This design comes from an exercise in tuning for small area and a short achievable clock period on the open sky130 flow, not from production work. Only simulation tests tie the RTL to the original design; equivalence was not proved.

==> inputs of 10-23 <==
## intt4point
module intt4point(
    input clk, rst,
    input [15:0] in0, in1, in2, in3,
    output [15:0] out0, out1, out2, out3
);
  wire s1 = in0[0] ^ in2[0];
  wire c2 = in0[0] & in2[0];
  wire s3 = in0[1] ^ in2[1] ^ c2;
  wire c4 = (in0[1] & in2[1]) | (in0[1] & c2) | (in2[1] & c2);
  wire s5 = in0[2] ^ in2[2] ^ c4;
  wire c6 = (in0[2] & in2[2]) | (in0[2] & c4) | (in2[2] & c4);
  wire s7 = in0[3] ^ in2[3] ^ c6;
  wire c8 = (in0[3] & in2[3]) | (in0[3] & c6) | (in2[3] & c6);
  wire s9 = in0[4] ^ in2[4] ^ c8;
  wire c10 = (in0[4] & in2[4]) | (in0[4] & c8) | (in2[4] & c8);
  wire s11 = in0[5] ^ in2[5] ^ c10;
  wire c12 = (in0[5] & in2[5]) | (in0[5] & c10) | (in2[5] & c10);
  wire s13 = in0[6] ^ in2[6] ^ c12;
  wire c14 = (in0[6] & in2[6]) | (in0[6] & c12) | (in2[6] & c12);
  wire s15 = in0[7] ^ in2[7] ^ c14;
  wire c16 = (in0[7] & in2[7]) | (in0[7] & c14) | (in2[7] & c14);
  wire s17 = in0[8] ^ in2[8] ^ c16;
  wire c18 = (in0[8] & in2[8]) | (in0[8] & c16) | (in2[8] & c16);
  wire s19 = in0[9] ^ in2[9] ^ c18;
  wire c20 = (in0[9] & in2[9]) | (in0[9] & c18) | (in2[9] & c18);
  wire s21 = in0[10] ^ in2[10] ^ c20;
  wire c22 = (in0[10] & in2[10]) | (in0[10] & c20) | (in2[10] & c20);
  wire s23 = in0[11] ^ in2[11] ^ c22;
  wire c24 = (in0[11] & in2[11]) | (in0[11] & c22) | (in2[11] & c22);
  wire s25 = in0[12] ^ in2[12] ^ c24;
  wire c26 = (in0[12] & in2[12]) | (in0[12] & c24) | (in2[12] & c24);
  wire s27 = in1[0] ^ in3[0];
  wire c28 = in1[0] & in3[0];
  wire s29 = in1[1] ^ in3[1] ^ c28;
  wire c30 = (in1[1] & in3[1]) | (in1[1] & c28) | (in3[1] & c28);
  wire s31 = in1[2] ^ in3[2] ^ c30;
  wire c32 = (in1[2] & in3[2]) | (in1[2] & c30) | (in3[2] & c30);
  wire s33 = in1[3] ^ in3[3] ^ c32;
  wire c34 = (in1[3] & in3[3]) | (in1[3] & c32) | (in3[3] & c32);
  wire s35 = in1[4] ^ in3[4] ^ c34;
  wire c36 = (in1[4] & in3[4]) | (in1[4] & c34) | (in3[4] & c34);
  wire s37 = in1[5] ^ in3[5] ^ c36;
  wire c38 = (in1[5] & in3[5]) | (in1[5] & c36) | (in3[5] & c36);
  wire s39 = in1[6] ^ in3[6] ^ c38;
  wire c40 = (in1[6] & in3[6]) | (in1[6] & c38) | (in3[6] & c38);
  wire s41 = in1[7] ^ in3[7] ^ c40;
  wire c42 = (in1[7] & in3[7]) | (in1[7] & c40) | (in3[7] & c40);
  wire s43 = in1[8] ^ in3[8] ^ c42;
  wire c44 = (in1[8] & in3[8]) | (in1[8] & c42) | (in3[8] & c42);
  ...
export LEC_CHECK = 0
export CAP_MARGIN = 20
export CORE_MARGIN = 2
export CORE_UTILIZATION = 60
export SLEW_MARGIN = 20
create_clock -name core_clock -period 95.0 [get_ports {clk}]
standard.sh (not shown) runs the stock make flow with config.mk's settings and CLKGATE_MAP_FILE= SYNTH_SCRIPT=/design/flow/synth_recipe.tcl, a recipe that flattens the netlist after the stock synthesis.
==> flow/flow/run.sh <==
#!/bin/bash
# Standard ORFS layout, with one extra step between synthesis and floorplan:
# flow/fixinv.py removes inverters between full adders by flipping the
# polarity of self-dual full-adder cells (registers and ports untouched).
# Port buffers are plain sky130 buf_2 cells instead of the delay buffer that
# buffer_ports picks by default; every input and output still gets its buffer.
set -euo pipefail
export BUFFER_PORTS_ARGS="-buffer_cell sky130_fd_sc_hd__buf_2"
cd "$(dirname "$0")/.."
R=orfs/results/${FLOW_PLATFORM:-sky130hd}/intt4point/base
bash standard.sh synth > synth.log 2>&1
cp $R/1_2_yosys.v 1_2_yosys.orig.v
python3 flow/fixinv.py 1_2_yosys.orig.v $R/1_2_yosys.v > fixinv.log 2>&1
rm -f $R/1_synth.odb $R/1_synth.sdc
bash standard.sh > layout.log 2>&1
==> flow/flow/fixinv.py <==
#!/usr/bin/env python3
"""Remove inverters between full adders by flipping full-adder polarity.

A full adder is self-dual: FA(~a, ~b, ~c) = (~sum, ~cout). This pass
collapses inverter chains, chooses for every sky130 fa cell whether it
computes the true or the complemented function, and re-inserts only the
inverters the chosen polarities need. Registers, ports and all other cells
are left as they are. usage: fixinv.py IN.v OUT.v
"""
import re, sys
from collections import defaultdict

OUTPINS = {'X', 'Y', 'Q', 'Q_N', 'SUM', 'COUT', 'HI', 'LO'}
src = open(sys.argv[1]).read()
inst_re = re.compile(r'^  (sky130_fd_sc_hd__\w+) (\S+(?: )?) \(\n(.*?)\n  \);\n', re.S | re.M)
pin_re = re.compile(r'\.(\w+)\((.*?)\)(?:,)?$')

cells = []
first = None; last = None
for m in inst_re.finditer(src):
    if first is None: first = m.start()
    last = m.end()
    pins = []
    for line in m.group(3).split('\n'):
        pm = pin_re.match(line.strip())
        if not pm: raise SystemExit('cannot parse pin line: ' + line)
        pins.append([pm.group(1), pm.group(2)])
    cells.append({'type': m.group(1), 'name': m.group(2), 'pins': pins})
head = src[:first]; tail = src[last:]
if inst_re.sub('', src[first:last]).strip():
    raise SystemExit('unparsed text between instances')

ports = set()
for m in re.finditer(r'^\s*(input|output)\s+(?:\[(\d+):(\d+)\]\s+)?(\w+);', head, re.M):
    if m.group(2):
        for i in range(int(m.group(3)), int(m.group(2)) + 1): ports.add(f'{m.group(4)}[{i}]')
    else:
        ports.add(m.group(4))

def is_inv(c):
    return re.match(r'sky130_fd_sc_hd__(clk)?inv_\d+$', c['type']) is not None

driver = {}
for c in cells:
    for p, n in c['pins']:
        if p in OUTPINS: driver[n] = (c, p)

removable = []
for c in cells:
    if is_inv(c):
        pd = dict(c['pins'])
        if pd['Y'] not in ports and pd['A'] != 'clk':
            c['rm'] = True; removable.append(c)

def root(n):
    par = 0
    while n in driver and driver[n][0].get('rm'):
        n = dict(driver[n][0]['pins'])['A']; par ^= 1
    return n, par

fa = [c for c in cells if c['type'].startswith('sky130_fd_sc_hd__fa_')]
for c in fa:
    c['flip'] = 0
    c['can'] = all(n not in ports for p, n in c['pins'] if p in OUTPINS)

# loads: (cell, pin index, root, parity)
loads = defaultdict(list)
for c in cells:
    if c.get('rm'): continue
    for i, (p, n) in enumerate(c['pins']):
        if p in OUTPINS: continue
        r, par = root(n)
        loads[r].append((c, i, par))
# roots whose logical value is required at a port through a removed inverter chain cannot happen
# (inverters driving ports are kept).

def rootflip(r):
    d = driver.get(r)
    return d[0].get('flip', 0) if d else 0

def need(r):
    f = rootflip(r)
    return any((par ^ f ^ c.get('flip', 0)) for c, i, par in loads[r])

fa_roots = defaultdict(set)   # fa cell -> roots it touches
for r, ls in loads.items():
    for c, i, par in ls:
        if c in fa: fa_roots[id(c)].add(r)
for c in fa:
    for p, n in c['pins']:
        if p in OUTPINS: fa_roots[id(c)].add(n)

before = sum(1 for r in loads if need(r))
import random, math
rng = random.Random(1)
flippable = [c for c in fa if c['can']]
def total(): return sum(1 for r in loads if need(r))
def greedy():
    improved = True
    while improved:
        improved = False
        for c in flippable:
            rs = fa_roots[id(c)]
            old = sum(1 for r in rs if need(r))
            c['flip'] ^= 1
            new = sum(1 for r in rs if need(r))
            if new < old: improved = True
            else: c['flip'] ^= 1
greedy()
cur = total(); best = cur; bestf = [c['flip'] for c in flippable]
T = 2.0
steps = 400000 if flippable else 0
for it in range(steps):
    c = rng.choice(flippable)
    rs = fa_roots[id(c)]
    old = sum(1 for r in rs if need(r))
    c['flip'] ^= 1
    new = sum(1 for r in rs if need(r))
    dlt = new - old
    if dlt <= 0 or rng.random() < math.exp(-dlt / T):
        cur += dlt
        if cur < best:
            best = cur; bestf = [x['flip'] for x in flippable]
    else:
        c['flip'] ^= 1
    T = max(0.05, 2.0 * (1 - it / steps))
for c, f in zip(flippable, bestf): c['flip'] = f
greedy()
after = total()

newwires = []; newcells = []
invnet = {}
k = 0
for r, ls in loads.items():
    f = rootflip(r)
    for c, i, par in ls:
        if par ^ f ^ c.get('flip', 0):
            if r not in invnet:
                k += 1
                nn = f'_fixinv_n{k}_'
                invnet[r] = nn; newwires.append(nn)
                newcells.append({'type': 'sky130_fd_sc_hd__inv_1', 'name': f'_fixinv_c{k}_',
                                 'pins': [['A', r], ['Y', nn]]})
            c['pins'][i][1] = invnet[r]
        else:
            c['pins'][i][1] = r

def emit(c):
    body = ',\n'.join(f'    .{p}({n})' for p, n in c['pins'])
    return f'  {c["type"]} {c["name"]} (\n{body}\n  );\n'

out = head.rstrip('\n') + '\n' + ''.join(f'  wire {w};\n' for w in newwires)
out += ''.join(emit(c) for c in cells if not c.get('rm')) + ''.join(emit(c) for c in newcells) + tail
open(sys.argv[2], 'w').write(out)
print(f'fixinv: {len(removable)} inverters removed, {len(newcells)} added; '
      f'{sum(c["flip"] for c in fa)} of {len(fa)} full adders flipped; roots needing inverter {before} -> {after}',
      file=sys.stderr)
==> 05-26 (differences from 10-23) <==
==> flow/run.sh (new file) <==
#!/bin/bash
# synth_recipe.tcl (not shown) runs the flow's synth.tcl, then flattens the netlist and writes it again
# the make line also repeats each setting of config.mk as NAME=value (left out here)
make -C /OpenROAD-flow-scripts/flow DESIGN_CONFIG=/design/flow/config.mk WORK_HOME=/design/flow/orfs CLKGATE_MAP_FILE= SYNTH_SCRIPT=/design/flow/synth_recipe.tcl finish
CORE_UTILIZATION = 40   (was 60)
removed: flow/flow/run.sh
removed: flow/flow/fixinv.py
removed: flow/standard.sh
==> results list <==
- Of all the cell area in the finished design, the clock network holds 0.01869.
* Result of the run: timing/DRC/antenna clean
- Wire segments on met2 add up to 14,890 um in the final route.
- All-layer global routing usage: 0.1818
* Placed cell area: 14,850 um^2
- In the global route stage, met2 resource usage came out at 0.3136.
- Across all hold checks on the routed design, the worst slack comes to 19.34 ns.
- The first global-routing pass estimated 50,220 um of wire.
* Crit path time final: 27.90 ns
* Non-clk buf share: 0.06913
The numbers above come from 05-26.

==> results list <==
* All-layer global routing usage: 0.2649
* Wire length of the first global-routing pass: 45,110 um
* Met2 demand-to-capacity share in global routing: 0.4532
- Of all the cell area in the finished design, non-clock buffers hold 0.03860.
* Result of the run: timing/DRC/antenna clean
- Metal2 WL: 13,360 um
The numbers above come from 10-23.

-- re-timing with driven ports --
Ports are ideal in the flow. The routed layouts listed here were re-timed in OpenROAD.
Step 1: set_driving_cell puts a clkbuf_16 on clk and a buf_2 on each other input, an assumption about the parent block.
Step 2 also shifts input and output timing later by t, the mid clock arrival at the registers, as if the neighbouring blocks saw the same clock.
Three values: ideal, step 1, step 2; two values: the first two.
run	t (ns)	setup WS [ns]	hold WS [ns]	clock arrival spread, ns	worst register clock-pin slew, ns
10-23	0.357	67.309 / 67.274 / 67.631	19.036 / 19.021 / 19.378	0.009 / 0.010	0.06 / 0.06
05-26	0.365	67.095 / 67.055 / 67.420	19.340 / 19.319 / 19.685	0.008 / 0.009	0.05 / 0.05
After both steps setup and hold are still met in every run listed.
